What follows belongs to an exercise in optimizing a design on an open flow for a short achievable clock period and few clock cycles; a production flow would make more cautious choices.
Function was checked by simulation only, so behaviour that the tests miss may differ from the original.
No driver is modelled on the clock port, so clocking that relies on it looks cheaper here than on a real chip.
Power figures rest on the tool's default switching activity, not on a simulated workload.

v49:
Design CPU_top, start of the top module:
module CPU_top(
	input CLK,
	input reset,
	output [7:0] OPT_PC,        
	input [15:0] imem_rdata,    
	output [7:0] dmem_addr,     
	output [15:0] dmem_wdata,   
	output dmem_we,             
	input [15:0] dmem_rdata,    
	output halted
    );
For scale: roughly 2000 cells after synthesis, about 260 flip-flops, roughly 68 I/O pins.
Settings: LEC_CHECK=0, CAP_MARGIN=20, CORE_MARGIN=2, CORE_UTILIZATION=40, SETUP_SLACK_MARGIN=5.0, SLEW_MARGIN=20; clock period 8.0 ns.
run.sh (not shown) runs the stock make flow with config.mk's settings and CLKGATE_MAP_FILE= SYNTH_SCRIPT=/design/flow/synth_recipe.tcl, a recipe that flattens the netlist after the stock synthesis.
v49 finished end to end and its layout was clean on timing, DRC and antenna.
Testbench counts of v49, summed over its fixed seeds: cycles 47,270.
Changes in v19 relative to v49:
==> flow/flow/run.sh (new file) <==
#!/bin/bash
# Standard layout, with extra setup-repair passes after clock tree synthesis.
# Each tool's output goes to a log file of its own in the work folder.
set -euo pipefail
bash standard.sh cts > standard_cts.log 2>&1
openroad -no_init -exit flow/extra_repair.tcl > extra_repair.log 2>&1
bash standard.sh finish > standard_finish.log 2>&1
test -f out/final.def
==> flow/flow/extra_repair.tcl (new file) <==
# Extra setup repair on the CTS result, in place: the standard flow's
# repair_timing stops early; running it again (same settings: margin and
# footprint matching as ORFS uses on sky130hd) recovers more slack. The cells
# are then legalized the way cts.tcl does.
set P $::env(FLOW_HOME)/platforms/sky130hd
set R orfs/results/sky130hd/CPU_top/base
read_liberty $P/lib/sky130_fd_sc_hd__tt_025C_1v80.lib
read_db $R/4_cts.odb
read_sdc $R/4_cts.sdc
source $P/setRC.tcl
set_dont_use [list sky130_fd_sc_hd__probe_p_8 sky130_fd_sc_hd__probec_p_8 sky130_fd_sc_hd__lpflow_*]
set_propagated_clock [all_clocks]
estimate_parasitics -placement
puts "worst slack before [worst_slack -max]"
for {set i 0} {$i < 3} {incr i} {
  set before [worst_slack -max]
  repair_timing -setup -setup_margin 5.0 -repair_tns 100 -match_cell_footprint -verbose
  set_placement_padding -global -left 0 -right 0
  detailed_placement
  estimate_parasitics -placement
  set after [worst_slack -max]
  puts "pass $i: worst slack $before -> $after"
  if {$after <= $before + 0.005} { break }
}
check_placement -verbose
write_db $R/4_cts.odb
==> flow/standard.sh (new file) <==
#!/bin/bash
# synth_recipe.tcl (not shown) runs the flow's synth.tcl, then flattens the netlist and writes it again
# the make line also repeats each setting of config.mk as NAME=value (left out here)
make -C /OpenROAD-flow-scripts/flow DESIGN_CONFIG=/design/flow/config.mk WORK_HOME=/design/flow/orfs CLKGATE_MAP_FILE= SYNTH_SCRIPT=/design/flow/synth_recipe.tcl "${@:-finish}"
removed: flow/run.sh
==> run summary <==
- On v19: share of final-layout standard cells stronger than drive strength 1 is 0.56 points lower than what v49 gave.
- On proportion of cell area spent on the clock network, v19 and v49 are basically level.
- Sort v19 and v49 by via density per instance, ascending, and v49 comes first.
- Comparing v19 against v49, there is no change at all in number of CTS-inserted buffers.
- v19 has layout overhead on the synthesized area below what v49 had.
- v49 -> v19: area share of xor/xnor cells in the synthesized design delta 0, exact match
- v19 vs. v49: final area decreased 69 um2, total area of multi-input combinational cells did not really move, share of power burned in combinational logic decreased by 0.2 points relative to the old numbers, post-detailed-routing wire length did not really move.
Inputs modified between v19 and v18:
==> flow/flow/run.sh <==
#!/bin/bash
# The standard layout, with the port buffers that buffer_ports inserts at
# global placement made sky130_fd_sc_hd__buf_8 instead of the default cell.
# Each tool's output goes to a log file of its own in the work folder.
set -euo pipefail
export BUFFER_PORTS_ARGS="-buffer_cell sky130_fd_sc_hd__buf_8"
bash standard.sh finish > standard_finish.log 2>&1
test -f out/final.def
removed: flow/flow/extra_repair.tcl
- Taking v19 as the reference, in v18 register share of total power -0.5 points, critical path depth -2, post-CTS resize count -about 60%, largest fanout of any net on the critical path +13.
- Summary — via count, v18 relative to v19: lower, by about 3%.
- Clock period minus final worst setup slack across v18 and v19: no real change.
- Compared with v19, in v18 combinational power increased by about 2% relative to the old numbers; number of nets in the finished design decreased by 26 relative to the old numbers; final cell count decreased by about 1% relative to the old numbers; cell area closely matched the old numbers; non-clock buffer contribution to total cell area decreased by 0.35 points relative to the old numbers.

* * *

== JK ==
CPU_top, a different RTL version from the one above (not shown whole).
Size in the first run: about 250 flip-flops, about 68 I/O pins.
export LEC_CHECK = 0
export CAP_MARGIN = 20
export CORE_MARGIN = 2
export CORE_UTILIZATION = 40
export SETUP_SLACK_MARGIN = 5.0
export SLEW_MARGIN = 20
create_clock -name core_clock -period 8.0 [get_ports {CLK}]
Stock flow here: none of the scripts above is used.
Testbench counts of JK, summed over its fixed seeds: cycles 47,270.
Changes in MS relative to JK:
==> flow/flow/run.sh (new file) <==
#!/bin/bash
# The standard layout, with the port buffers that buffer_ports inserts at
# global placement made sky130_fd_sc_hd__buf_8 instead of the default cell.
# Each tool's output goes to a log file of its own in the work folder.
set -euo pipefail
export BUFFER_PORTS_ARGS="-buffer_cell sky130_fd_sc_hd__buf_8"
bash standard.sh finish > standard_finish.log 2>&1
test -f out/final.def
==> flow/standard.sh (new file) <==
#!/bin/bash
# synth_recipe.tcl (not shown) runs the flow's synth.tcl, then flattens the netlist and writes it again
# the make line also repeats each setting of config.mk as NAME=value (left out here)
make -C /OpenROAD-flow-scripts/flow DESIGN_CONFIG=/design/flow/config.mk WORK_HOME=/design/flow/orfs CLKGATE_MAP_FILE= SYNTH_SCRIPT=/design/flow/synth_recipe.tcl "${@:-finish}"
removed: flow/run.sh
Findings:
MS finished every stage and its layout cleared the timing, design-rule and antenna checks.
Looking at detailed-router iteration count before antenna repair across MS and JK, the one that comes out lower is MS.
Taking JK as 1.0, MS lands at 1.06 on violation count after the first detailed-routing iteration.
In terms of switching power as a share of total power, MS and JK differ only marginally.
MS: total number of vias is about 1.5% lower than what JK reported.
Count of clock-buffer cells in the layout, MS and JK: lower on MS
Of MS and JK, the higher worst vdd rail ir drop belongs to MS.
Of MS and JK, the run reporting the higher worst setup slack was MS.
Buffer count excluding the clock tree in the final layout shrinks by more than 10% when moving from JK to MS.
Higher reported net switching power goes to JK over MS.
On fraction of area in non-clock buffers, MS and JK are basically level.
~same clock share of power in MS and JK

port drivers added, routing unchanged:
No port has a modelled driver above. Below, the same layouts with a new extraction and two added sets of constraints.
Step 1, drivers: a clkbuf_16 drives CLK and a buf_2 each remaining input, both assumed.
Step 2 moves the port delays by t, midway between the first and last clock arrival at a register: inputs arrive t later, outputs are due t later. That takes back most of the time a late clock gives input paths.
a / b / c = no drivers / after step 1 / after step 2; a / b = the first two.
run | shift t [ns] | setup WS [ns] | worst slew at a driven data input, ns | cell pins on the clock port's net
v49 | 0.626 | 4.945 / 4.945 / 4.391 | 0.08 | 1
v19 | 0.627 | 4.947 / 4.947 / 4.418 | 0.08 | 1
v18 | 0.621 | 4.946 / 4.946 / 4.381 | 0.09 | 1
JK | 0.622 | 4.785 / 4.785 / 4.272 | 0.11 | 1
MS | 0.612 | 4.845 / 4.845 / 4.250 | 0.07 | 1
After both steps setup and hold are still met in every run listed. The setup slack of MS, which loses most, moves by 0.000 ns with the drivers and by -0.595 ns with both steps.
